From an optimization exercise on the open Yosys and OpenROAD flow, aimed at small area, a short achievable clock period and few clock cycles per item; shortcuts taken in it are not production practice. In this exercise RTL edits were held to simulation tests only and were not proved equivalent to the original. No activity file was given, so power comes from the tool's default toggle rates.

$ cat flow/design.v
module rmd_add32 (
    input  logic [31:0] a,
    input  logic [31:0] b,
    output logic [31:0] s
);
    logic [31:0] g [0:5];
    logic [31:0] p [0:5];
    assign g[0] = a & b;
    assign p[0] = a ^ b;
    for (genvar l = 0; l < 5; l++) begin : lvl
        for (genvar i = 0; i < 32; i++) begin : bit_
            if (((i >> l) & 1) == 1) begin : merge
                localparam int J = ((i >> l) << l) - 1;
                assign g[l+1][i] = g[l][i] | (p[l][i] & g[l][J]);
                assign p[l+1][i] = p[l][i] & p[l][J];
            end else begin : pass
                assign g[l+1][i] = g[l][i];
                assign p[l+1][i] = p[l][i];
            end
        end
    end
    assign s = p[0] ^ {g[5][30:0], 1'b0};
endmodule
module ripemd160
(
    input  logic         clk,
    input  logic         rst,
    input  logic         valid_in,
    output logic         valid_out,
    input  logic [439:0] message,
    output logic [159:0] Hash_result
);
localparam logic [31:0] H0 = 32'h67452301;
localparam logic [31:0] H1 = 32'hefcdab89;
localparam logic [31:0] H2 = 32'h98badcfe;
localparam logic [31:0] H3 = 32'h10325476;
localparam logic [31:0] H4 = 32'hc3d2e1f0;
localparam logic [31:0] KL1 = 32'h5A827999, KL2 = 32'h6ED9EBA1, KL3 = 32'h8F1BBCDC, KL4 = 32'hA953FD4E;
localparam logic [31:0] KR0 = 32'h50A28BE6, KR1 = 32'h5C4DD124, KR2 = 32'h6D703EF3, KR3 = 32'h7A6D76E9;
localparam logic [31:0] CL0 = H1 ^ H2 ^ H3;
localparam logic [31:0] CR0 = (H1 ^ (H2 | ~H3)) + KR0;
function automatic logic [7:0] tt_next(input logic [7:0] t);
    case (t)
        8'd0: tt_next = 8'd0;
        8'd1: tt_next = 8'd0;
        8'd2: tt_next = 8'd150;
        8'd3: tt_next = 8'd45;
        8'd4: tt_next = 8'd150;
        8'd5: tt_next = 8'd45;
        8'd6: tt_next = 8'd150;
        8'd7: tt_next = 8'd45;
        8'd8: tt_next = 8'd150;
        8'd9: tt_next = 8'd45;
        8'd10: tt_next = 8'd150;
        8'd11: tt_next = 8'd45;
        8'd12: tt_next = 8'd150;
        8'd13: tt_next = 8'd45;
        8'd14: tt_next = 8'd150;
        8'd15: tt_next = 8'd45;
        8'd16: tt_next = 8'd150;
        8'd17: tt_next = 8'd45;
        8'd18: tt_next = 8'd150;
        8'd19: tt_next = 8'd45;
        8'd20: tt_next = 8'd150;
        8'd21: tt_next = 8'd45;
        8'd22: tt_next = 8'd150;
        8'd23: tt_next = 8'd45;
        8'd24: tt_next = 8'd150;
        8'd25: tt_next = 8'd45;
        8'd26: tt_next = 8'd150;
        8'd27: tt_next = 8'd45;
        8'd28: tt_next = 8'd150;
        8'd29: tt_next = 8'd45;
        8'd30: tt_next = 8'd150;
        8'd31: tt_next = 8'd45;
        8'd32: tt_next = 8'd202;
        8'd33: tt_next = 8'd228;
        8'd34: tt_next = 8'd202;
        8'd35: tt_next = 8'd228;
        8'd36: tt_next = 8'd202;
        8'd37: tt_next = 8'd228;
        8'd38: tt_next = 8'd202;
        8'd39: tt_next = 8'd228;
        8'd40: tt_next = 8'd202;
        8'd41: tt_next = 8'd228;
        8'd42: tt_next = 8'd202;
        8'd43: tt_next = 8'd228;
        8'd44: tt_next = 8'd202;
        8'd45: tt_next = 8'd228;
        8'd46: tt_next = 8'd202;
        8'd47: tt_next = 8'd228;
        8'd48: tt_next = 8'd202;
        8'd49: tt_next = 8'd228;
        8'd50: tt_next = 8'd202;
        8'd51: tt_next = 8'd228;
        8'd52: tt_next = 8'd202;
        8'd53: tt_next = 8'd228;
        8'd54: tt_next = 8'd202;
        8'd55: tt_next = 8'd228;
        8'd56: tt_next = 8'd202;
        8'd57: tt_next = 8'd228;
        8'd58: tt_next = 8'd202;
        8'd59: tt_next = 8'd228;
        8'd60: tt_next = 8'd202;
        8'd61: tt_next = 8'd228;
        8'd62: tt_next = 8'd202;
        8'd63: tt_next = 8'd228;
        8'd64: tt_next = 8'd89;
        8'd65: tt_next = 8'd89;
        8'd66: tt_next = 8'd89;
        8'd67: tt_next = 8'd89;
        8'd68: tt_next = 8'd89;
        8'd69: tt_next = 8'd89;
        8'd70: tt_next = 8'd89;
        8'd71: tt_next = 8'd89;
        8'd72: tt_next = 8'd89;
        8'd73: tt_next = 8'd89;
        8'd74: tt_next = 8'd89;
        8'd75: tt_next = 8'd89;
        8'd76: tt_next = 8'd89;
        8'd77: tt_next = 8'd89;
        8'd78: tt_next = 8'd89;
        8'd79: tt_next = 8'd89;
        8'd80: tt_next = 8'd89;
        8'd81: tt_next = 8'd89;
        8'd82: tt_next = 8'd89;
        8'd83: tt_next = 8'd89;
        8'd84: tt_next = 8'd89;
        8'd85: tt_next = 8'd89;
        8'd86: tt_next = 8'd89;
        8'd87: tt_next = 8'd89;
        8'd88: tt_next = 8'd89;
        8'd89: tt_next = 8'd89;
        8'd90: tt_next = 8'd89;
        8'd91: tt_next = 8'd89;
        8'd92: tt_next = 8'd89;
        8'd93: tt_next = 8'd89;
        8'd94: tt_next = 8'd89;
        8'd95: tt_next = 8'd89;
        8'd96: tt_next = 8'd228;
        8'd97: tt_next = 8'd202;
        8'd98: tt_next = 8'd228;
        8'd99: tt_next = 8'd202;
        8'd100: tt_next = 8'd228;
        8'd101: tt_next = 8'd202;
        8'd102: tt_next = 8'd228;
        8'd103: tt_next = 8'd202;
        8'd104: tt_next = 8'd228;
        8'd105: tt_next = 8'd202;
        8'd106: tt_next = 8'd228;
        8'd107: tt_next = 8'd202;
        8'd108: tt_next = 8'd228;
        8'd109: tt_next = 8'd202;
        8'd110: tt_next = 8'd228;
        8'd111: tt_next = 8'd202;
        8'd112: tt_next = 8'd228;
        8'd113: tt_next = 8'd202;
        8'd114: tt_next = 8'd228;
        8'd115: tt_next = 8'd202;
        8'd116: tt_next = 8'd228;
        8'd117: tt_next = 8'd202;
        8'd118: tt_next = 8'd228;
        8'd119: tt_next = 8'd202;
        8'd120: tt_next = 8'd228;
        8'd121: tt_next = 8'd202;
        8'd122: tt_next = 8'd228;
        8'd123: tt_next = 8'd202;
        8'd124: tt_next = 8'd228;
        8'd125: tt_next = 8'd202;
        8'd126: tt_next = 8'd228;
        8'd127: tt_next = 8'd202;
        8'd128: tt_next = 8'd45;
        8'd129: tt_next = 8'd150;
        8'd130: tt_next = 8'd45;
        8'd131: tt_next = 8'd150;
        8'd132: tt_next = 8'd45;
        8'd133: tt_next = 8'd150;
        8'd134: tt_next = 8'd45;
        8'd135: tt_next = 8'd150;
        8'd136: tt_next = 8'd45;
        8'd137: tt_next = 8'd150;
        8'd138: tt_next = 8'd45;
        8'd139: tt_next = 8'd150;
        8'd140: tt_next = 8'd45;
        8'd141: tt_next = 8'd150;
        8'd142: tt_next = 8'd45;
        8'd143: tt_next = 8'd150;
        8'd144: tt_next = 8'd45;
        8'd145: tt_next = 8'd150;
        8'd146: tt_next = 8'd45;
        8'd147: tt_next = 8'd150;
        8'd148: tt_next = 8'd45;
        8'd149: tt_next = 8'd150;
        8'd150: tt_next = 8'd45;
        8'd151: tt_next = 8'd150;
        8'd152: tt_next = 8'd45;
        8'd153: tt_next = 8'd150;
        8'd154: tt_next = 8'd45;
        8'd155: tt_next = 8'd150;
        8'd156: tt_next = 8'd45;
        8'd157: tt_next = 8'd150;
        8'd158: tt_next = 8'd45;
        8'd159: tt_next = 8'd150;
        8'd160: tt_next = 8'd0;
        8'd161: tt_next = 8'd0;
        8'd162: tt_next = 8'd170;
        8'd163: tt_next = 8'd0;
        8'd164: tt_next = 8'd170;
        8'd165: tt_next = 8'd0;
        default: tt_next = 8'd0;
    endcase
endfunction
function automatic logic [3:0] kidx_next2(input logic [7:0] t);
    case (t)
        8'd0: kidx_next2 = 4'd15;
        8'd1: kidx_next2 = 4'd0;
        8'd2: kidx_next2 = 4'd5;
        8'd3: kidx_next2 = 4'd0;
        8'd4: kidx_next2 = 4'd5;
        8'd5: kidx_next2 = 4'd0;
        8'd6: kidx_next2 = 4'd5;
        8'd7: kidx_next2 = 4'd0;
        8'd8: kidx_next2 = 4'd5;
        8'd9: kidx_next2 = 4'd0;
        8'd10: kidx_next2 = 4'd5;
        8'd11: kidx_next2 = 4'd0;
        8'd12: kidx_next2 = 4'd5;
        8'd13: kidx_next2 = 4'd0;
        8'd14: kidx_next2 = 4'd5;
        8'd15: kidx_next2 = 4'd0;
        8'd16: kidx_next2 = 4'd5;
        8'd17: kidx_next2 = 4'd0;
        8'd18: kidx_next2 = 4'd5;
        8'd19: kidx_next2 = 4'd0;
        8'd20: kidx_next2 = 4'd5;
        8'd21: kidx_next2 = 4'd0;
        8'd22: kidx_next2 = 4'd5;
        8'd23: kidx_next2 = 4'd0;
        8'd24: kidx_next2 = 4'd5;
        8'd25: kidx_next2 = 4'd0;
        8'd26: kidx_next2 = 4'd5;
        8'd27: kidx_next2 = 4'd0;
        8'd28: kidx_next2 = 4'd5;
        8'd29: kidx_next2 = 4'd0;
        8'd30: kidx_next2 = 4'd5;
        8'd31: kidx_next2 = 4'd1;
        8'd32: kidx_next2 = 4'd6;
        8'd33: kidx_next2 = 4'd1;
        8'd34: kidx_next2 = 4'd6;
        8'd35: kidx_next2 = 4'd1;
        8'd36: kidx_next2 = 4'd6;
        8'd37: kidx_next2 = 4'd1;
        8'd38: kidx_next2 = 4'd6;
        8'd39: kidx_next2 = 4'd1;
        8'd40: kidx_next2 = 4'd6;
        8'd41: kidx_next2 = 4'd1;
        8'd42: kidx_next2 = 4'd6;
        8'd43: kidx_next2 = 4'd1;
        8'd44: kidx_next2 = 4'd6;
        8'd45: kidx_next2 = 4'd1;
        8'd46: kidx_next2 = 4'd6;
        8'd47: kidx_next2 = 4'd1;
        8'd48: kidx_next2 = 4'd6;
        8'd49: kidx_next2 = 4'd1;
        8'd50: kidx_next2 = 4'd6;
        8'd51: kidx_next2 = 4'd1;
        8'd52: kidx_next2 = 4'd6;
        8'd53: kidx_next2 = 4'd1;
        8'd54: kidx_next2 = 4'd6;
        8'd55: kidx_next2 = 4'd1;
        8'd56: kidx_next2 = 4'd6;
        8'd57: kidx_next2 = 4'd1;
        8'd58: kidx_next2 = 4'd6;
        8'd59: kidx_next2 = 4'd1;
        8'd60: kidx_next2 = 4'd6;
        8'd61: kidx_next2 = 4'd1;
        8'd62: kidx_next2 = 4'd6;
        8'd63: kidx_next2 = 4'd2;
        8'd64: kidx_next2 = 4'd7;
        8'd65: kidx_next2 = 4'd2;
        8'd66: kidx_next2 = 4'd7;
        8'd67: kidx_next2 = 4'd2;
        8'd68: kidx_next2 = 4'd7;
        8'd69: kidx_next2 = 4'd2;
        8'd70: kidx_next2 = 4'd7;
        8'd71: kidx_next2 = 4'd2;
        8'd72: kidx_next2 = 4'd7;
        8'd73: kidx_next2 = 4'd2;
        8'd74: kidx_next2 = 4'd7;
        8'd75: kidx_next2 = 4'd2;
        8'd76: kidx_next2 = 4'd7;
        8'd77: kidx_next2 = 4'd2;
        8'd78: kidx_next2 = 4'd7;
        8'd79: kidx_next2 = 4'd2;
        8'd80: kidx_next2 = 4'd7;
        8'd81: kidx_next2 = 4'd2;
        8'd82: kidx_next2 = 4'd7;
        8'd83: kidx_next2 = 4'd2;
        8'd84: kidx_next2 = 4'd7;
        8'd85: kidx_next2 = 4'd2;
        8'd86: kidx_next2 = 4'd7;
        8'd87: kidx_next2 = 4'd2;
        8'd88: kidx_next2 = 4'd7;
        8'd89: kidx_next2 = 4'd2;
        8'd90: kidx_next2 = 4'd7;
        8'd91: kidx_next2 = 4'd2;
        8'd92: kidx_next2 = 4'd7;
        8'd93: kidx_next2 = 4'd2;
        8'd94: kidx_next2 = 4'd7;
        8'd95: kidx_next2 = 4'd3;
        8'd96: kidx_next2 = 4'd8;
        8'd97: kidx_next2 = 4'd3;
        8'd98: kidx_next2 = 4'd8;
        8'd99: kidx_next2 = 4'd3;
        8'd100: kidx_next2 = 4'd8;
        8'd101: kidx_next2 = 4'd3;
        8'd102: kidx_next2 = 4'd8;
        8'd103: kidx_next2 = 4'd3;
        8'd104: kidx_next2 = 4'd8;
        8'd105: kidx_next2 = 4'd3;
        8'd106: kidx_next2 = 4'd8;
        8'd107: kidx_next2 = 4'd3;
        8'd108: kidx_next2 = 4'd8;
        8'd109: kidx_next2 = 4'd3;
        8'd110: kidx_next2 = 4'd8;
        8'd111: kidx_next2 = 4'd3;
        8'd112: kidx_next2 = 4'd8;
        8'd113: kidx_next2 = 4'd3;
        8'd114: kidx_next2 = 4'd8;
        8'd115: kidx_next2 = 4'd3;
        8'd116: kidx_next2 = 4'd8;
        8'd117: kidx_next2 = 4'd3;
        8'd118: kidx_next2 = 4'd8;
        8'd119: kidx_next2 = 4'd3;
        8'd120: kidx_next2 = 4'd8;
        8'd121: kidx_next2 = 4'd3;
        8'd122: kidx_next2 = 4'd8;
        8'd123: kidx_next2 = 4'd3;
        8'd124: kidx_next2 = 4'd8;
        8'd125: kidx_next2 = 4'd3;
        8'd126: kidx_next2 = 4'd8;
        8'd127: kidx_next2 = 4'd4;
        8'd128: kidx_next2 = 4'd0;
        8'd129: kidx_next2 = 4'd4;
        8'd130: kidx_next2 = 4'd0;
        8'd131: kidx_next2 = 4'd4;
        8'd132: kidx_next2 = 4'd0;
        8'd133: kidx_next2 = 4'd4;
        8'd134: kidx_next2 = 4'd0;
        8'd135: kidx_next2 = 4'd4;
        8'd136: kidx_next2 = 4'd0;
        8'd137: kidx_next2 = 4'd4;
        8'd138: kidx_next2 = 4'd0;
        8'd139: kidx_next2 = 4'd4;
        8'd140: kidx_next2 = 4'd0;
        8'd141: kidx_next2 = 4'd4;
        8'd142: kidx_next2 = 4'd0;
        8'd143: kidx_next2 = 4'd4;
        8'd144: kidx_next2 = 4'd0;
        8'd145: kidx_next2 = 4'd4;
        8'd146: kidx_next2 = 4'd0;
        8'd147: kidx_next2 = 4'd4;
        8'd148: kidx_next2 = 4'd0;
        8'd149: kidx_next2 = 4'd4;
        8'd150: kidx_next2 = 4'd0;
        8'd151: kidx_next2 = 4'd4;
        8'd152: kidx_next2 = 4'd0;
        8'd153: kidx_next2 = 4'd4;
        8'd154: kidx_next2 = 4'd0;
        8'd155: kidx_next2 = 4'd4;
        8'd156: kidx_next2 = 4'd0;
        8'd157: kidx_next2 = 4'd4;
        8'd158: kidx_next2 = 4'd0;
        8'd159: kidx_next2 = 4'd13;
        8'd160: kidx_next2 = 4'd12;
        8'd161: kidx_next2 = 4'd10;
        8'd162: kidx_next2 = 4'd11;
        8'd163: kidx_next2 = 4'd9;
        8'd164: kidx_next2 = 4'd0;
        8'd165: kidx_next2 = 4'd0;
        default: kidx_next2 = 4'd0;
    endcase
endfunction
function automatic logic [1:0] ein_next(input logic [7:0] t);
    case (t)
        8'd0: ein_next = 2'd1;
        8'd1: ein_next = 2'd1;
        8'd2: ein_next = 2'd1;
        8'd3: ein_next = 2'd1;
        8'd4: ein_next = 2'd1;
        8'd5: ein_next = 2'd1;
        8'd6: ein_next = 2'd1;
        8'd7: ein_next = 2'd1;
        8'd8: ein_next = 2'd1;
        8'd9: ein_next = 2'd1;
        8'd10: ein_next = 2'd1;
        8'd11: ein_next = 2'd1;
        8'd12: ein_next = 2'd1;
        8'd13: ein_next = 2'd1;
        8'd14: ein_next = 2'd1;
        8'd15: ein_next = 2'd1;
        8'd16: ein_next = 2'd1;
        8'd17: ein_next = 2'd1;
        8'd18: ein_next = 2'd1;
        8'd19: ein_next = 2'd1;
        8'd20: ein_next = 2'd1;
        8'd21: ein_next = 2'd1;
        8'd22: ein_next = 2'd1;
        8'd23: ein_next = 2'd1;
        8'd24: ein_next = 2'd1;
        8'd25: ein_next = 2'd1;
        8'd26: ein_next = 2'd1;
        8'd27: ein_next = 2'd1;
        8'd28: ein_next = 2'd1;
        8'd29: ein_next = 2'd1;
        8'd30: ein_next = 2'd1;
        8'd31: ein_next = 2'd1;
        8'd32: ein_next = 2'd1;
        8'd33: ein_next = 2'd1;
        8'd34: ein_next = 2'd1;
        8'd35: ein_next = 2'd1;
        8'd36: ein_next = 2'd1;
        8'd37: ein_next = 2'd1;
        8'd38: ein_next = 2'd1;
        8'd39: ein_next = 2'd1;
        8'd40: ein_next = 2'd1;
        8'd41: ein_next = 2'd1;
        8'd42: ein_next = 2'd1;
        8'd43: ein_next = 2'd1;
        8'd44: ein_next = 2'd1;
        8'd45: ein_next = 2'd1;
        8'd46: ein_next = 2'd1;
        8'd47: ein_next = 2'd1;
        8'd48: ein_next = 2'd1;
        8'd49: ein_next = 2'd1;
        8'd50: ein_next = 2'd1;
        8'd51: ein_next = 2'd1;
        8'd52: ein_next = 2'd1;
        8'd53: ein_next = 2'd1;
        8'd54: ein_next = 2'd1;
        8'd55: ein_next = 2'd1;
        8'd56: ein_next = 2'd1;
        8'd57: ein_next = 2'd1;
        8'd58: ein_next = 2'd1;
        8'd59: ein_next = 2'd1;
        8'd60: ein_next = 2'd1;
        8'd61: ein_next = 2'd1;
        8'd62: ein_next = 2'd1;
        8'd63: ein_next = 2'd1;
        8'd64: ein_next = 2'd1;
        8'd65: ein_next = 2'd1;
        8'd66: ein_next = 2'd1;
        8'd67: ein_next = 2'd1;
        8'd68: ein_next = 2'd1;
        8'd69: ein_next = 2'd1;
        8'd70: ein_next = 2'd1;
        8'd71: ein_next = 2'd1;
        8'd72: ein_next = 2'd1;
        8'd73: ein_next = 2'd1;
        8'd74: ein_next = 2'd1;
        8'd75: ein_next = 2'd1;
        8'd76: ein_next = 2'd1;
        8'd77: ein_next = 2'd1;
        8'd78: ein_next = 2'd1;
        8'd79: ein_next = 2'd1;
        8'd80: ein_next = 2'd1;
        8'd81: ein_next = 2'd1;
        8'd82: ein_next = 2'd1;
        8'd83: ein_next = 2'd1;
        8'd84: ein_next = 2'd1;
        8'd85: ein_next = 2'd1;
        8'd86: ein_next = 2'd1;
        8'd87: ein_next = 2'd1;
        8'd88: ein_next = 2'd1;
        8'd89: ein_next = 2'd1;
        8'd90: ein_next = 2'd1;
        8'd91: ein_next = 2'd1;
        8'd92: ein_next = 2'd1;
        8'd93: ein_next = 2'd1;
        8'd94: ein_next = 2'd1;
        8'd95: ein_next = 2'd1;
        8'd96: ein_next = 2'd1;
        8'd97: ein_next = 2'd1;
        8'd98: ein_next = 2'd1;
        8'd99: ein_next = 2'd1;
        8'd100: ein_next = 2'd1;
        8'd101: ein_next = 2'd1;
        8'd102: ein_next = 2'd1;
        8'd103: ein_next = 2'd1;
        8'd104: ein_next = 2'd1;
        8'd105: ein_next = 2'd1;
        8'd106: ein_next = 2'd1;
        8'd107: ein_next = 2'd1;
        8'd108: ein_next = 2'd1;
        8'd109: ein_next = 2'd1;
        8'd110: ein_next = 2'd1;
        8'd111: ein_next = 2'd1;
        8'd112: ein_next = 2'd1;
        8'd113: ein_next = 2'd1;
        8'd114: ein_next = 2'd1;
        8'd115: ein_next = 2'd1;
        8'd116: ein_next = 2'd1;
        8'd117: ein_next = 2'd1;
        8'd118: ein_next = 2'd1;
        8'd119: ein_next = 2'd1;
        8'd120: ein_next = 2'd1;
        8'd121: ein_next = 2'd1;
        8'd122: ein_next = 2'd1;
        8'd123: ein_next = 2'd1;
        8'd124: ein_next = 2'd1;
        8'd125: ein_next = 2'd1;
        8'd126: ein_next = 2'd1;
        8'd127: ein_next = 2'd1;
        8'd128: ein_next = 2'd1;
        8'd129: ein_next = 2'd1;
        8'd130: ein_next = 2'd1;
        8'd131: ein_next = 2'd1;
        8'd132: ein_next = 2'd1;
        8'd133: ein_next = 2'd1;
        8'd134: ein_next = 2'd1;
        8'd135: ein_next = 2'd1;
        8'd136: ein_next = 2'd1;
        8'd137: ein_next = 2'd1;
        8'd138: ein_next = 2'd1;
        8'd139: ein_next = 2'd1;
        8'd140: ein_next = 2'd1;
        8'd141: ein_next = 2'd1;
        8'd142: ein_next = 2'd1;
        8'd143: ein_next = 2'd1;
        8'd144: ein_next = 2'd1;
        8'd145: ein_next = 2'd1;
        8'd146: ein_next = 2'd1;
        8'd147: ein_next = 2'd1;
        8'd148: ein_next = 2'd1;
        8'd149: ein_next = 2'd1;
        8'd150: ein_next = 2'd1;
        8'd151: ein_next = 2'd1;
        8'd152: ein_next = 2'd1;
        8'd153: ein_next = 2'd1;
        8'd154: ein_next = 2'd1;
        8'd155: ein_next = 2'd1;
        8'd156: ein_next = 2'd1;
        8'd157: ein_next = 2'd1;
        8'd158: ein_next = 2'd1;
        8'd159: ein_next = 2'd1;
        8'd160: ein_next = 2'd1;
        8'd161: ein_next = 2'd2;
        8'd162: ein_next = 2'd0;
        8'd163: ein_next = 2'd0;
        8'd164: ein_next = 2'd0;
        8'd165: ein_next = 2'd0;
        default: ein_next = 2'd0;
    endcase
endfunction
function automatic logic [3:0] rho_pow(input logic [2:0] k, input logic [3:0] x);
    case ({k, x})
        7'd0: rho_pow = 4'd0;
        7'd1: rho_pow = 4'd1;
        7'd2: rho_pow = 4'd2;
        7'd3: rho_pow = 4'd3;
        7'd4: rho_pow = 4'd4;
        7'd5: rho_pow = 4'd5;
        7'd6: rho_pow = 4'd6;
        7'd7: rho_pow = 4'd7;
        7'd8: rho_pow = 4'd8;
        7'd9: rho_pow = 4'd9;
        7'd10: rho_pow = 4'd10;
        7'd11: rho_pow = 4'd11;
        7'd12: rho_pow = 4'd12;
        7'd13: rho_pow = 4'd13;
        7'd14: rho_pow = 4'd14;
        7'd15: rho_pow = 4'd15;
        7'd16: rho_pow = 4'd7;
        7'd17: rho_pow = 4'd4;
        7'd18: rho_pow = 4'd13;
        7'd19: rho_pow = 4'd1;
        7'd20: rho_pow = 4'd10;
        7'd21: rho_pow = 4'd6;
        7'd22: rho_pow = 4'd15;
        7'd23: rho_pow = 4'd3;
        7'd24: rho_pow = 4'd12;
        7'd25: rho_pow = 4'd0;
        7'd26: rho_pow = 4'd9;
        7'd27: rho_pow = 4'd5;
        7'd28: rho_pow = 4'd2;
        7'd29: rho_pow = 4'd14;
        7'd30: rho_pow = 4'd11;
        7'd31: rho_pow = 4'd8;
        7'd32: rho_pow = 4'd3;
        7'd33: rho_pow = 4'd10;
        7'd34: rho_pow = 4'd14;
        7'd35: rho_pow = 4'd4;
        7'd36: rho_pow = 4'd9;
        7'd37: rho_pow = 4'd15;
        7'd38: rho_pow = 4'd8;
        7'd39: rho_pow = 4'd1;
        7'd40: rho_pow = 4'd2;
        7'd41: rho_pow = 4'd7;
        7'd42: rho_pow = 4'd0;
        7'd43: rho_pow = 4'd6;
        7'd44: rho_pow = 4'd13;
        7'd45: rho_pow = 4'd11;
        7'd46: rho_pow = 4'd5;
        7'd47: rho_pow = 4'd12;
        7'd48: rho_pow = 4'd1;
        7'd49: rho_pow = 4'd9;
        7'd50: rho_pow = 4'd11;
        7'd51: rho_pow = 4'd10;
        7'd52: rho_pow = 4'd0;
        7'd53: rho_pow = 4'd8;
        7'd54: rho_pow = 4'd12;
        7'd55: rho_pow = 4'd4;
        7'd56: rho_pow = 4'd13;
        7'd57: rho_pow = 4'd3;
        7'd58: rho_pow = 4'd7;
        7'd59: rho_pow = 4'd15;
        7'd60: rho_pow = 4'd14;
        7'd61: rho_pow = 4'd5;
        7'd62: rho_pow = 4'd6;
        7'd63: rho_pow = 4'd2;
        7'd64: rho_pow = 4'd4;
        7'd65: rho_pow = 4'd0;
        7'd66: rho_pow = 4'd5;
        7'd67: rho_pow = 4'd9;
        7'd68: rho_pow = 4'd7;
        7'd69: rho_pow = 4'd12;
        7'd70: rho_pow = 4'd2;
        7'd71: rho_pow = 4'd10;
        7'd72: rho_pow = 4'd14;
        7'd73: rho_pow = 4'd1;
        7'd74: rho_pow = 4'd3;
        7'd75: rho_pow = 4'd8;
        7'd76: rho_pow = 4'd11;
        7'd77: rho_pow = 4'd6;
        7'd78: rho_pow = 4'd15;
        7'd79: rho_pow = 4'd13;
        default: rho_pow = 4'd15;
    endcase
endfunction
function automatic logic [3:0] shift_of(input logic [2:0] k, input logic [3:0] w);
    case ({k, w})
        7'd0: shift_of = 4'd11;
        7'd1: shift_of = 4'd14;
        7'd2: shift_of = 4'd15;
        7'd3: shift_of = 4'd12;
        7'd4: shift_of = 4'd5;
        7'd5: shift_of = 4'd8;
        7'd6: shift_of = 4'd7;
        7'd7: shift_of = 4'd9;
        7'd8: shift_of = 4'd11;
        7'd9: shift_of = 4'd13;
        7'd10: shift_of = 4'd14;
        7'd11: shift_of = 4'd15;
        7'd12: shift_of = 4'd6;
        7'd13: shift_of = 4'd7;
        7'd14: shift_of = 4'd9;
        7'd15: shift_of = 4'd8;
        7'd16: shift_of = 4'd12;
        7'd17: shift_of = 4'd13;
        7'd18: shift_of = 4'd11;
        7'd19: shift_of = 4'd15;
        7'd20: shift_of = 4'd6;
        7'd21: shift_of = 4'd9;
        7'd22: shift_of = 4'd9;
        7'd23: shift_of = 4'd7;
        7'd24: shift_of = 4'd12;
        7'd25: shift_of = 4'd15;
        7'd26: shift_of = 4'd11;
        7'd27: shift_of = 4'd13;
        7'd28: shift_of = 4'd7;
        7'd29: shift_of = 4'd8;
        7'd30: shift_of = 4'd7;
        7'd31: shift_of = 4'd7;
        7'd32: shift_of = 4'd13;
        7'd33: shift_of = 4'd15;
        7'd34: shift_of = 4'd14;
        7'd35: shift_of = 4'd11;
        7'd36: shift_of = 4'd7;
        7'd37: shift_of = 4'd7;
        7'd38: shift_of = 4'd6;
        7'd39: shift_of = 4'd8;
        7'd40: shift_of = 4'd13;
        7'd41: shift_of = 4'd14;
        7'd42: shift_of = 4'd13;
        7'd43: shift_of = 4'd12;
        7'd44: shift_of = 4'd5;
        7'd45: shift_of = 4'd5;
        7'd46: shift_of = 4'd6;
        7'd47: shift_of = 4'd9;
        7'd48: shift_of = 4'd14;
        7'd49: shift_of = 4'd11;
        7'd50: shift_of = 4'd12;
        7'd51: shift_of = 4'd14;
        7'd52: shift_of = 4'd8;
        7'd53: shift_of = 4'd6;
        7'd54: shift_of = 4'd5;
        7'd55: shift_of = 4'd5;
        7'd56: shift_of = 4'd15;
        7'd57: shift_of = 4'd12;
        7'd58: shift_of = 4'd15;
        7'd59: shift_of = 4'd14;
        7'd60: shift_of = 4'd9;
        7'd61: shift_of = 4'd9;
        7'd62: shift_of = 4'd8;
        7'd63: shift_of = 4'd6;
        7'd64: shift_of = 4'd15;
        7'd65: shift_of = 4'd12;
        7'd66: shift_of = 4'd13;
        7'd67: shift_of = 4'd13;
        7'd68: shift_of = 4'd9;
        7'd69: shift_of = 4'd5;
        7'd70: shift_of = 4'd8;
        7'd71: shift_of = 4'd6;
        7'd72: shift_of = 4'd14;
        7'd73: shift_of = 4'd11;
        7'd74: shift_of = 4'd12;
        7'd75: shift_of = 4'd11;
        7'd76: shift_of = 4'd8;
        7'd77: shift_of = 4'd6;
        7'd78: shift_of = 4'd5;
        7'd79: shift_of = 4'd5;
        default: shift_of = 4'd0;
    endcase
endfunction
function automatic logic [31:0] k_of(input logic [3:0] i);
    case (i)
        4'd1:    k_of = KL1;
        4'd2:    k_of = KL2;
        4'd3:    k_of = KL3;
        4'd4:    k_of = KL4;
        4'd5:    k_of = KR0;
        4'd6:    k_of = KR1;
        4'd7:    k_of = KR2;
        4'd8:    k_of = KR3;
        4'd9:    k_of = H0;
        4'd10:   k_of = H1;
        4'd11:   k_of = H2;
        4'd12:   k_of = H3;
        4'd13:   k_of = H4;
        4'd14:   k_of = CL0;
        4'd15:   k_of = CR0;
        default: k_of = '0;
    endcase
endfunction
function automatic logic [31:0] pick_x(input logic [511:0] w, input logic ok, input logic [3:0] i);
    logic [31:0] v;
    begin
        v = '0;
        for (int j = 0; j < 16; j++)
            v = v | (w[32*j +: 32] & {32{ok && i == j}});
        pick_x = v;
    end
endfunction
function automatic logic [31:0] bswap(input logic [31:0] x);
    bswap = {x[7:0], x[15:8], x[23:16], x[31:24]};
endfunction
logic [439:0] msg_q;
logic         busy;
logic         vout;
logic [7:0]   n;
logic [7:0]   ttn;
logic [3:0]   rlo, rhi;              
logic [6:0]   wq;                    
logic [2:0]   xr;
logic [3:0]   xj, xin, xi, sh;
logic         xok, xe, xd;           
logic         az;                    
logic [1:0]   ein;
logic [3:0]   kidx;                  
logic         init, first, unrot;
logic [31:0]  B0, C0, D0, E0;        
logic [31:0]  B1, C1, D1, E1;        
logic [31:0]  AXs, AXc;              
logic [31:0]  Sq;
logic [31:0]  Fq, G0n, G1n, C0n, D0n;
logic [511:0] xw;
logic [31:0]  x, xn, an, k, s2, c2, S, R1, R, ea, T;
wire accept = valid_in & ~busy;
wire [7:0] n_next = busy ? n + 8'd1 : 8'd1;
wire [7:0] n_idx  = busy ? n : 8'd0;
for (genvar i = 0; i < 13; i++) begin : g_xw
    assign xw[32*i +: 32] = bswap(msg_q[439-32*i -: 32]);
end
assign xw[32*13 +: 32] = {8'h80, msg_q[7:0], msg_q[15:8], msg_q[23:16]};
assign xw[32*14 +: 32] = 32'h000001b8;
assign xw[32*15 +: 32] = 32'h00000000;
always_ff @(posedge clk) begin
    if (!busy)
        msg_q <= message;
end
always_ff @(posedge clk) begin
    if (rst) begin
        busy <= 1'b0;
        vout <= 1'b0;
    end else begin
        vout <= busy & (n == 8'd165);
        if (accept)
            busy <= 1'b1;
        else if (n == 8'd165)
            busy <= 1'b0;
    end
end
always_ff @(posedge clk) begin
    n     <= n_next;
    wq    <= busy ? {n[7:5], xi} : 7'd0;    
    xi    <= xin;
    xok   <= n_next <= 8'd159;
    xe    <= n_next == 8'd161 || n_next == 8'd163;
    xd    <= n_next == 8'd162 || n_next == 8'd164;
    az    <= n_next == 8'd162 || n_next == 8'd164;
    rhi   <= (busy && n >= 8'd161) ? 4'b0001 : 4'b0001 << sh[3:2];
    ein   <= ein_next(n_idx);
    kidx  <= kidx_next2(n_idx);
    init  <= !busy;                        
    first <= busy && (n == 8'd1 || n == 8'd2);
    unrot <= busy && n >= 8'd161;
end
assign s2 = Fq ^ AXs ^ AXc;
assign c2 = {(Fq[30:0] & AXs[30:0]) | (Fq[30:0] & AXc[30:0]) | (AXs[30:0] & AXc[30:0]), 1'b0};
rmd_add32 u_add_s (.a(s2), .b(c2), .s(S));
assign sh  = shift_of(wq[6:4], wq[3:0]);
assign rlo = (busy && n >= 8'd161) ? 4'b0001 : 4'b0001 << sh[1:0];
assign R1  = ({32{rlo[0]}} & S) | ({32{rlo[1]}} & {S[30:0], S[31]})
           | ({32{rlo[2]}} & {S[29:0], S[31:30]}) | ({32{rlo[3]}} & {S[28:0], S[31:29]});
assign R  = ({32{rhi[0]}} & Sq) | ({32{rhi[1]}} & {Sq[27:0], Sq[31:28]})
          | ({32{rhi[2]}} & {Sq[23:0], Sq[31:24]}) | ({32{rhi[3]}} & {Sq[19:0], Sq[31:20]});
assign ea = ({32{ein[0]}} & E1) | ({32{ein[1]}} & B0);
rmd_add32 u_add_t (.a(R), .b(ea), .s(T));
assign xr  = n_next[7:5];
assign xj  = n_next[0] ? n_next[4:1] + {n_next[1], 3'b101} : n_next[4:1];
assign xin = rho_pow(xr, xj);
assign x   = pick_x(xw, xok, xi) | ({32{xe}} & E0) | ({32{xd}} & D0);   
assign xn  = busy ? x : bswap(message[439 -: 32]);           
assign an  = (init || !busy) ? H0 : az ? '0 : E1;             
assign k   = busy ? k_of(kidx) : CL0;                        
assign C0n = (init || !busy) ? H2 : first ? H1 : B1;
assign D0n = (init || !busy) ? H3 : unrot ? C1 : {C1[21:0], C1[31:22]};
assign ttn = tt_next(n_idx);
for (genvar i = 0; i < 32; i++) begin : g_lut
    assign G1n[i] = ttn[{1'b1, C0n[i], D0n[i]}];
    assign G0n[i] = ttn[{1'b0, C0n[i], D0n[i]}];
end
always_ff @(posedge clk) begin
    Sq <= R1;
    AXs <= an ^ xn ^ k;
    AXc <= {(an[30:0] & xn[30:0]) | (an[30:0] & k[30:0]) | (xn[30:0] & k[30:0]), 1'b0};
    B1 <= B0;
    C1 <= C0;
    D1 <= D0;
    E1 <= E0;
    B0 <= T;
    C0 <= C0n;
    D0 <= D0n;
    E0 <= (init || !busy) ? H4 : D1;
    Fq <= (T & G1n) | (~T & G0n);
end
assign valid_out   = vout;
assign Hash_result = {bswap(B1), bswap(B0), bswap(C0), bswap(C1), bswap(Sq)};
endmodule
$ cat flow/flow/run.sh
#!/bin/bash
set -euo pipefail
cd "$(dirname "$0")/.."
export BUFFER_PORTS_ARGS="-buffer_cell sky130_fd_sc_hd__buf_1"
export SETUP_SLACK_MARGIN=10
bash ./standard.sh > standard.log 2>&1
$ cat flow/standard.sh
#!/bin/bash
# synth_recipe.tcl (not shown) runs the flow's synth.tcl, then flattens the netlist and writes it again
# the make line also repeats each setting of config.mk as NAME=value (left out here)
make -C /OpenROAD-flow-scripts/flow DESIGN_CONFIG=/design/flow/config.mk WORK_HOME=/design/flow/orfs CLKGATE_MAP_FILE= SYNTH_SCRIPT=/design/flow/synth_recipe.tcl "${@:-finish}"
$ cat flow/config.mk
export PLATFORM = sky130hd
export DESIGN_NAME = ripemd160
export DESIGN_NICKNAME = ripemd160
export VERILOG_FILES = /design/flow/design.v
export SDC_FILE = /design/flow/constraint.sdc
export NUM_CORES = 8
export LEC_CHECK = 0
export CAP_MARGIN = 20
export CORE_MARGIN = 2
export CORE_UTILIZATION = 65
export CTS_CLUSTER_DIAMETER = 80
export CTS_CLUSTER_SIZE = 25
export SLEW_MARGIN = 20
$ cat flow/constraint.sdc
create_clock -name core_clock -period 14.0 [get_ports {clk}]
set_input_delay 2.8000 -clock core_clock [delete_from_list [all_inputs] [get_ports {clk}]]
set_output_delay 2.8000 -clock core_clock [all_outputs]
set_load 0.01 [all_outputs]
==> impl_results.md, run 1 <==
- Status: no timing/DRC/antenna violations
- Global-route wire length before repair: between 150000 and 200000 um
- GRT overflow: 0
- ANT nets after route: 0
- CP endpoint kind: output port
- Setup-failing EPs final: 0
- Slew Limit Fails: 0
- H-tree depth: 2
- Vias/cell: 6.95
- CTS Buf Count: 43
- CTS root buffer: clkbuf_16
- Synth unique cells: ~90
- Max_slew headroom: 24.3%
- Clock latency on the worst-skew pair: between 600 and 700 ps
- Top reg by flops: msg_q
- Die area: around 59000 sq um
- Post-DR wirelength/cell: between 30 and 40 um
- Placed cell area: ~40000 sq um
- VDD IR max: approximately 0.14 mV
- Max-cap viol count: 0
- Worst Path Max Fanout: 2
- Leak: approximately 0.015 uW
- M1 GR Usage: 57.6%
- Antenna violations before repair: 18
- Vias in the first global route: 27.8k
- Vias after detailed routing: 29.7k
- WL final: 138000 um
- Crit path largest cell delay: 400 ps
- Largest net degree at the start of global routing: a little under 200
- Cells after synthesis: around 3.0k
- Clock period minus worst slack: between 4000 and 5000 ps
- Worst hold path class: reg -> reg
- Post-synth ARST share: 0%
- Worst Tran Pin Value: 1130 ps
- Max reg flops: 440
- Starting Density: 65.7%
- Critical path buffers and inverters: 1
- Post-Syn Nets: around 3.6k
- CP delay by family, top: flip-flops
- Site Rows: 87
- Fraction of layout cells with a size suffix above 1: just over 10%
- Setup TNS Final: 0 ps
- Final worst-path cycle share: about 29%
- Tot GR Track Use: 45.7%
- Critical Path RT: 11200 ps
- Final hold vios: 0
- Mapped Area: 37000 sq um
- CTS sink count: ~860
- Critical-path top delay cell: dfxtp_1
- Cells along the critical path: buf_1
- Clock Skew: 52.9 ps
- Synthesis Warnings: 4
- Syn Area/Cell: roughly 12 sq um
- TritonCTS clock tree: done
- IO Port Bufs: ~600
- Core Area: 56300 sq um
- Global Route met2 Usage: a little over two thirds
- FMAX: ~250 MHz
- Die width: around 240 um
- 1st-pass router iterations: 8
- Startpoint types: flip-flop
- 1st-iter DRT viols: around 5.4k
- FF+latch count, synth: between 800 and 900
- RSZ-0062 raised after global routing: no
- Nets@finish: between 4k and 5k
- DRC Markers: 0
- Clock slew at reported path FFs: ~100 ps
- Most frequent cells in the layout: buf_1, edfxtp_1, dfxtp_1
- Commonest non-fill, non-tap cell in the layout: buf_1
- GR peak layer: met2
- P&R area growth vs syn: 12.4%
- Pwr per Cell Area: 182 nW/um^2
- Crit Path Class: reg -> out
- DP Wirelength: roughly 100000 um
- Die Height: between 200 and 250 um
- Register area share after synthesis: around 58%
- Post-synth EDFFs: 440
- Clk buf depth: 3
- I/O Pins: approximately 600
- Commonest register cell after synthesis: edfxtp_1
- Placer Congestion: 1.02
- Hold buffer count at cts: 0
- Final Cell Area: roughly 42000 sq um
- Met3 usage: between 10% and 20%
- Worst Path Arrival: 1210 ps
per-stage QoR:
stage	std cells	worst slack (ps)	hold WS, ps	util (%)	power [uW]
4_1_cts	4256	9970	347	73.4	7360
2_1_floorplan	2971	10040	330	-	4900
5_1_grt	4269	10000	352	73.8	7770
3_3_place_gp	4182	10060	333	70.9	5880
6_report	4277	9990	344	73.8	7550
3_5_place_dp	4182	10000	337	70.9	5940
routing by layer:
layer / share of wire [%] / vias up / wire, um
li1: - / 12300 / -
met1: 33 / 14200 / 46000
met2: 45 / 2721 / 61700
met3: 14 / 541 / 19000
met4: 8.4 / 8 / 11600
met5: 0.040 / - / 55
synth_stat cells (18+ instances only):
master,n,share of area [%]
a211oi_1,23,0.47
a21o_1,23,0.47
a21oi_1,141,1.9
a221o_1,25,0.68
a222oi_1,24,0.65
a22o_1,47,1.1
a22oi_1,231,4.7
and2_1,43,0.73
buf_2,30,0.41
clkbuf_1,147,1.5
dfxtp_1,417,23
edfxtp_1,440,36
fa_1,70,3.8
ha_1,93,3.1
inv_1,70,0.71
mux2i_1,150,4.1
mux4_2,36,2.2
nand2_1,145,1.5
nand3_1,54,0.73
nand4_1,44,0.74
nor2_1,185,1.9
nor2b_1,19,0.32
nor3_1,26,0.35
o211ai_1,18,0.37
o21ai_0,105,1.4
o22a_1,33,0.78
o22ai_1,20,0.34
or2_2,21,0.36
xnor2_1,34,0.81
xor2_1,22,0.52
worst paths after layout:
check                endpoint  depth (start not counted)  startpoint  slack (ps)
max          Hash_result[142]                          1      B1[22]        9990
min                    E1[22]                          0      E0[22]         340
min reg2reg            E1[22]                          0      E0[22]         340
max reg2reg            Sq[28]                         11      Fq[13]       10070
final cells by class:
cell class	count	area, sq um
Timing Repair Buffer	650	2740
Sequential cell	857	21700
Clock inverter	12	149
Fill cell	3678	14700
Inverter	74	285
Antenna cell	19	47.5
Clock buffer	62	1160
Tap cell	756	946
Multi-Input combinational cell	1847	14500
worst reg2reg max path, cell delays in order, from the launching register on:
cell and delay [ps]:
dfxtp_1 480, fa_1 490, ha_1 360, a21o_1 220, a211oi_2 290, o211ai_2 210, a31oi_4 400, o21ai_2 140
a21oi_2 310, mux2i_1 290, o31ai_1 110, a211oi_1 460
repair_timing:
action | 4_1_cts | 5_1_grt
resized for setup | 104 | 62
setup endpoints to repair | 181 | 71
buffers inserted | 0 | 1
report_power, final:
part / switching, uW / internal (uW)
Sequential: 387 / 3040
Combinational: 1700 / 991
Clock: 822 / 616
kinds of logic (layout without fill, tap and decap cells):
kind of cell / count (synthesis) / after routing / synth area share, %
other: 0 / 19 / 0
adders and majority gates: 163 / 163 / 6.94
muxes: 193 / 193 / 6.50
and+or+nand+nor: 597 / 597 / 7.74
DFF: 857 / 857 / 58.3
buffers and inverters: 267 / 798 / 2.84
xor gates and xnor gates: 56 / 56 / 1.33
AOI/OAI and AO/OA: 838 / 838 / 16.3
Testbench counts, summed over its fixed seeds: cycles 42,504, hashes 256.
==> inputs of run 2 (changes only) <==
==> flow/run.sh (new file) <==
#!/bin/bash
# synth_recipe.tcl (not shown) runs the flow's synth.tcl, then flattens the netlist and writes it again
# the make line also repeats each setting of config.mk as NAME=value (left out here)
make -C /OpenROAD-flow-scripts/flow DESIGN_CONFIG=/design/flow/config.mk WORK_HOME=/design/flow/orfs CLKGATE_MAP_FILE= SYNTH_SCRIPT=/design/flow/synth_recipe.tcl finish
removed: flow/flow/run.sh
removed: flow/standard.sh
==> impl_results.md, run 2 <==
- Commonest register cell after synthesis: edfxtp_1
- Crit Path Class: reg -> out
- Status: no timing/DRC/antenna violations
- I/O Pins: 604 (unchanged)
- Fraction of layout cells with a size suffix above 1: 5.94% (-4.2 points)
- Die Height: 242 um (unchanged)
- Setup TNS Final: 0 ps (unchanged)
- VDD IR max: 0.119 mV (-14%)
- Synth top area share: 35.7% (unchanged)
- Max reg flops: 440 (unchanged)
- Pwr per Cell Area: 173 nW/um^2 (-4.8%)
- Most frequent cell after synthesis: edfxtp_1
- Clock Skew: 39.5 ps (-13.4 ps)
- CP endpoint kind: output port
- Final hold vios: 0 (unchanged)
- Syn Area/Cell: 12.4 sq um (unchanged)
- Mux cell area share after synthesis: 6.50% (unchanged)
- Vias/cell: 7.21 (+3.7%)
- RSZ-0062 raised after global routing: no
- Commonest non-fill, non-tap cell in the layout: clkdlybuf4s50_1
- Cells after synthesis: 2971 (unchanged)
- Synthesis Warnings: 4 (unchanged)
- CP delay by family, top: buffers and inverters
- GRT overflow: 0 (unchanged)
- FMAX: 220 MHz (-12%)
- Crit path launch: B0[2]
- Slew Limit Fails: 0 (unchanged)
- Final worst-path cycle share: 32.5% (+3.9 points)
- ANT nets after route: 0 (unchanged)
- Hold buffer count at cts: 0 (unchanged)
- Mapped Area: 37000 sq um (unchanged)
- Vias after detailed routing: 31.0k (+4.3%)
- Post-DR wirelength/cell: 35.0 um (+8.2%)
- 1st-pass router iterations: 10 (+2)
- Critical Path RT: 11200 ps (about the same)
- Antenna violations before repair: 46 (+28)
- Worst Path Arrival: 1750 ps (+540 ps)
- Setup-failing EPs final: 0 (unchanged)
- Hold slack final: 355 ps (+11.1 ps)
- Die width: 242 um (unchanged)
- WL final: 151000 um (+8.9%)
- Critical-path top delay cell: clkdlybuf4s50_1
- Startpoint types: flip-flop
- Synth unique cells: 92 (unchanged)
- Hold Path Origin: E0[10]
- Clk buf depth: 3 (unchanged)
- Commonest cells in the netlist: edfxtp_1, dfxtp_1, a22oi_1
- Most frequent cells in the layout: clkdlybuf4s50_1, edfxtp_1, dfxtp_1
- Tot GR Track Use: 49.2% (+3.5 points)
- R2R setup slack: 9490 ps (-580 ps)
- Largest net degree at the start of global routing: 97 (-51%)
- Post-Syn Nets: 3577 (unchanged)
- TritonCTS clock tree: done
- Postcts setup bufs: 0 (unchanged)
- Worst Path Max Fanout: 3 (+1)
- Final core occ: 80.1% (+6.3 points)
- Vias in the first global route: 29.5k (+6.3%)
- Critical path buffers and inverters: 1 (unchanged)
- Max_slew headroom: 15.9% (-8.5 points)
- CTS root buffer: clkbuf_16
- Nets@finish: 4079 (unchanged)
- Placed cell area: 43600 sq um (+9.5%)
- Synth Area in Adders: 6.94% (unchanged)
- Post-CTS resize count: 0 (-100%)
- Starting Density: 65.7% (unchanged)
- H-tree depth: 2 (unchanged)
- DP Wirelength: 110000 um (+4.7%)
- Top reg by flops: msg_q
- FF+latch count, synth: 857 (unchanged)
- Worst hold path class: reg -> reg
- Crit path largest cell delay: 610 ps (+210 ps)
- Global-route wire length before repair: 208000 um (+7.3%)
- Post-synth ARST share: 0% (unchanged)
- 1st-iter DRT viols: 6118 (+13%)
- Final Cell Area: 45100 sq um (+8.5%)
- Leak: 0.0166 uW (+9.8%)
- Post-synthesis xor/xnor area fraction: 1.33% (unchanged)
- Post-synthesis compound-gate area fraction: 16.3% (unchanged)
- Worst Tran Pin Value: 1260 ps (+127 ps)
- Post-synth EDFFs: 440 (unchanged)
- Placer Congestion: 1.06 (+3.9%)
- FF-to-FF Start: busy
- Register area share after synthesis: 58.3% (unchanged)
- Largest cells by area after synthesis: edfxtp_1, dfxtp_1, a22oi_1
- Clock period minus worst slack: 4550 ps (+545 ps)
- Largest family of logic cells by synthesized area: compound AO/OA/AOI/OAI gates
- P&R area growth vs syn: 22.0%
- CTS Buf Count: 43 (unchanged)
- Die area: 58800 sq um (unchanged)
- Clock slew at reported path FFs: 100 ps (about the same)
- IO Port Bufs: 603 (unchanged)
- DRC Markers: 0 (unchanged)
- Site Rows: 87 (unchanged)
- Synth Area in Simple Gates: 7.74% (unchanged)
- Core Area: 56300 sq um (unchanged)
- Yosys top cell by area: edfxtp_1
- CTS sink count: 857 (unchanged)
- Cells along the critical path: clkdlybuf4s50_1
- Clock latency on the worst-skew pair: 640 ps (about the same)
- Max-cap viol count: 0 (unchanged)
[run 2: cell counts after synthesis]
Identical to the previous run, type by type.
[run 2: metal layers]
layer / part of all wire (%) / GRT usage (%) / wire [um] / up-vias
met2: 43 / 74.0 / 65200 / 3323
met1: 31 / 58.4 / 46200 / 14500
li1: - / - / - / 12300
met5: 0.023 / 0 / 35 / -
met4: 11 / 40.1 / 16200 / 6
met3: 15 / 15.6 / 22900 / 815
[run 2: kinds of logic (layout without fill, tap and decap cells)]
| family | after synthesis | after routing |
|---|---|---|
| AO/OA/AOI/OAI | 838 | 838 |
| XOR/XNOR | 56 | 56 |
| adder cells (fa/ha/maj) | 163 | 163 |
| buffers and inverters | 267 | 797 |
| flip-flops | 857 | 857 |
| multiplexers | 193 | 193 |
| other | 0 | 45 |
| AND/OR/NAND/NOR | 597 | 597 |
[run 2: cell type report]
type                       instances  area, sq um
antenna                           45          113
clock buffer                      63         1190
fill                            3033        11200
sequential                       857        21600
tap                              756          946
multi-input combinational       1847        14500
clock inverter                    10          111
timing repair buffer             650         6410
inverter                          74          285
[run 2: where the power goes]
| part | total, uW | switching [uW] | leakage [uW] | internal [uW] |
|---|---|---|---|---|
| Sequential | 3390 | 387 | 0.00786 | 3000 |
| Clock | 1470 | 852 | 0.000634 | 616 |
| Combinational | 2940 | 1710 | 0.00814 | 1230 |
[run 2: metrics by stage]
step / cells / total power (uW) / setup WS, ps
after global placement: 4183 / 6120 / 9830
final: 4302 / 7800 / 9450
after global routing: 4296 / 8000 / 9440
after floorplan: 2971 / 4940 / 254
after detailed placement: 4183 / 6220 / 9720
after CTS: 4256 / 7620 / 9450
[run 2: worst paths after layout]
kind,to,cells after the start
max reg2reg,Fq[27],7
min reg2reg,E1[10],0
max,Hash_result[122],1
min,E1[10],0
==> inputs of run 3 (changes only) <==
--- a/flow/config.mk
+++ b/flow/config.mk
@@ -8,6 +8,6 @@
 export CAP_MARGIN = 20
 export CORE_MARGIN = 2
-export CORE_UTILIZATION = 65
+export CORE_UTILIZATION = 60
 export CTS_CLUSTER_DIAMETER = 80
 export CTS_CLUSTER_SIZE = 25
-export SLEW_MARGIN = 20
+export SLEW_MARGIN = 70
==> impl_results.md, run 3 <==
- Largest net degree at the start of global routing: 97 (unchanged)
- Clock latency on the worst-skew pair: 670 ps (+30 ps)
- Vias in the first global route: 28.5k (-3.4%)
- Clock slew at reported path FFs: 100 ps (about the same)
- Synthesis Warnings: 4 (unchanged)
- Slew Limit Fails: 0 (unchanged)
- Commonest register cell after synthesis: edfxtp_1
- Pwr per Cell Area: 172 nW/um^2 (-0.35%)
- Yosys top cell by area: edfxtp_1
- Critical Path RT: 11200 ps (about the same)
- WL final: 147000 um (-2.1%)
- Clock period minus worst slack: 4570 ps (+16.6 ps)
- CTS Buf Count: 45 (+4.7%)
- Post-synth ARST share: 0% (unchanged)
- H-tree depth: 2 (unchanged)
- Placed cell area: 44500 sq um (+2.0%)
- IO Port Bufs: 603 (unchanged)
- Fraction of layout cells with a size suffix above 1: 10.2% (+4.3 points)
- Final worst-path cycle share: 32.6% (+0.12 points)
- Clock Power Share: 19.0% (+0.2 points)
- Placer Congestion: 1.07 (+0.89%)
- ANT nets after route: 0 (unchanged)
- Startpoint types: flip-flop
- CTS root buffer: clkbuf_16
- Largest cells by area after synthesis: edfxtp_1, dfxtp_1, a22oi_1
- Crit Path Class: reg -> out
- Synth Area in Simple Gates: 7.74% (unchanged)
- Switching Power: 3010 uW (+2.2%)
- Synth Area in Adders: 6.94% (unchanged)
- Clk buf depth: 3 (unchanged)
- Cells along the critical path: clkdlybuf4s50_1
- Final hold vios: 0 (unchanged)
- Synth unique cells: 92 (unchanged)
- Largest family of logic cells by synthesized area: compound AO/OA/AOI/OAI gates
- 1st-iter DRT viols: 5205 (-15%)
- Worst hold path class: reg -> reg
- Crit path largest cell delay: 600 ps (about the same)
- Leak: 0.0171 uW (+2.6%)
- Comb pwr share: 38.5% (+0.8 points)
- Setup-failing EPs final: 0 (unchanged)
- Mapped Area: 37000 sq um (unchanged)
- Global-route wire length before repair: 203000 um (-2.1%)
- P&R area growth vs syn: 25.2%
- Commonest cells in the netlist: edfxtp_1, dfxtp_1, a22oi_1
- VDD IR max: 0.133 mV (+12%)
- Starting Density: 61.0% (-4.7 points)
- Sequential Power Share: 42.5% (-1.0 points)
- Critical path buffers and inverters: 1 (unchanged)
- Die Height: 252 um (+4.0%)
- Core Area: 60600 sq um (+7.7%)
- RSZ-0062 raised after global routing: no
- CTS sink count: 857 (unchanged)
- Critical Path Stages: 1 (unchanged)
- Top reg by flops: msg_q
- DP Wirelength: 112000 um (+2.1%)
- Clock Skew: 64.4 ps (+24.9 ps)
- CP endpoint kind: output port
- TritonCTS clock tree: done
- Reg2reg path depth: 11 (+4)
- Syn Area/Cell: 12.4 sq um (unchanged)
- Vias after detailed routing: 30.0k (-3.2%)
- FF+latch count, synth: 857 (unchanged)
- GRT overflow: 0 (unchanged)
- Post-synthesis compound-gate area fraction: 16.3% (unchanged)
- Die width: 252 um (+4.0%)
- Max_slew headroom: 66.5% (+51 points)
- Hold path depth: 0 (unchanged)
- Post-DR wirelength/cell: 33.8 um (-3.5%)
- Die area: 63600 sq um (+8.2%)
- P_int: 4970 uW (+2.3%)
- Post-CTS resize count: 0 (unchanged)
- Nets@finish: 4128 (+1.2%)
- Most frequent cells in the layout: clkdlybuf4s50_1, edfxtp_1, dfxtp_1
- Hold buffer count at cts: 0 (unchanged)
- Post-synth EDFFs: 440 (unchanged)
- I/O Pins: 604 (unchanged)
- DRC Markers: 0 (unchanged)
- FMAX: 219 MHz (-0.36%)
- Worst Path Max Fanout: 3 (unchanged)
- Synth top area share: 35.7% (unchanged)
- Most frequent cell after synthesis: edfxtp_1
- Max-cap viol count: 0 (unchanged)
- CP delay by family, top: buffers and inverters
- Tot GR Track Use: 45.0% (-4.3 points)
- Setup TNS Final: 0 ps (unchanged)
- Post-Syn Nets: 3577 (unchanged)
- Status: no timing/DRC/antenna violations
- Vias/cell: 6.87 (-4.6%)
- Max reg flops: 440 (unchanged)
- Site Rows: 90 (+3.4%)
- Worst Tran Pin Value: 502 ps (-760 ps)
- Critical-path top delay cell: clkdlybuf4s50_1
- Final Cell Area: 46300 sq um (+2.6%)
- 1st-pass router iterations: 9 (-1)
- Commonest non-fill, non-tap cell in the layout: clkdlybuf4s50_1
- Sw frac: 37.8% (about the same)
- Register area share after synthesis: 58.3% (unchanged)
- Cells after synthesis: 2971 (unchanged)
- Postcts setup bufs: 0 (unchanged)
- Mux cell area share after synthesis: 6.50% (unchanged)
- Worst Path Arrival: 1770 ps (+20 ps)
- Post-synthesis xor/xnor area fraction: 1.33% (unchanged)
- Antenna violations before repair: 32 (-30%)
[run 3: power groups by stage]
stage / logic (uW) / clock network [uW] / registers (uW)
after global placement: 2760 / 0 / 3410
after CTS: 2930 / 1490 / 3360
after global routing: 3220 / 1580 / 3400
after floorplan: 1600 / 0 / 3340
final: 3070 / 1520 / 3390
after detailed placement: 2910 / 0 / 3420
[run 3: logic make-up after synthesis]
| group | Yosys count |
|---|---|
| flops | 857 |
| compound gates | 838 |
| simple gates | 597 |
| buf+inv | 267 |
| mux | 193 |
| fa+ha+maj | 163 |
| xor+xnor | 56 |
[run 3: path summary, 6_finish.rpt]
check,startpoint,slack [ps],endpoint
max,B0[16],9430,Hash_result[104]
min,E0[29],320,E1[29]
max reg2reg,AXc[12],10110,Sq[28]
min reg2reg,E0[29],320,E1[29]
[run 3: area by class of cell]
type	count	area [sq um]
Antenna cell	27	67.6
Multi-Input combinational cell	1847	15000
Sequential cell	857	21600
Inverter	74	307
Clock inverter	15	183
Clock buffer	65	1230
Timing Repair Buffer	697	6950
Tap cell	782	978
Fill cell	3659	14300
[run 3: per-stage QoR]
stage | setup WS, ps | util (%) | hold slack [ps] | instances | power [uW]
2_1_floorplan | 254 | - | 330 | 2971 | 4940
3_3_place_gp | 9900 | 72.1 | 335 | 4208 | 6170
3_5_place_dp | 9850 | 73.5 | 339 | 4250 | 6330
4_1_cts | 9450 | 75.8 | 332 | 4330 | 7790
5_1_grt | 9420 | 76.4 | 343 | 4360 | 8210
6_report | 9430 | 76.4 | 322 | 4364 | 7980
[run 3: layer usage]
metal  GRT usage (%)  vias to the layer above  share of wire, %
met5               0                        -             0.018
met4            33.8                        4               9.6
met3            10.6                      577                13
met2            68.0                     2723                44
met1            56.6                    14300                33
li1                -                    12400                 -

==> static timing again, ports no longer ideal <==
The flow's constraints put no driver on any port. The routed layouts listed below were extracted and timed again, unchanged, in two steps.
Step 1 sets driving cells, clkbuf_16 on the clock port and buf_2 on the other inputs (assumed; they add their load-dependent delay and slew).
Step 2, shift: input delay + t, output delay - t, t = (earliest + latest rising clock arrival at the registers) / 2. This alone moves slack from input paths to output paths.
a / b / c = ideal / step 1 / step 2; a / b = the first two.
run	shift t [ns]	setup WS [ns]	cell pins on the clock port's net
run 1	0.678	9.992 / 9.924 / 10.070	1
run 2	0.695	9.448 / 9.373 / 9.495	1
run 3	0.706	9.431 / 9.363 / 9.794	1
After both steps every run listed still meets setup and hold.
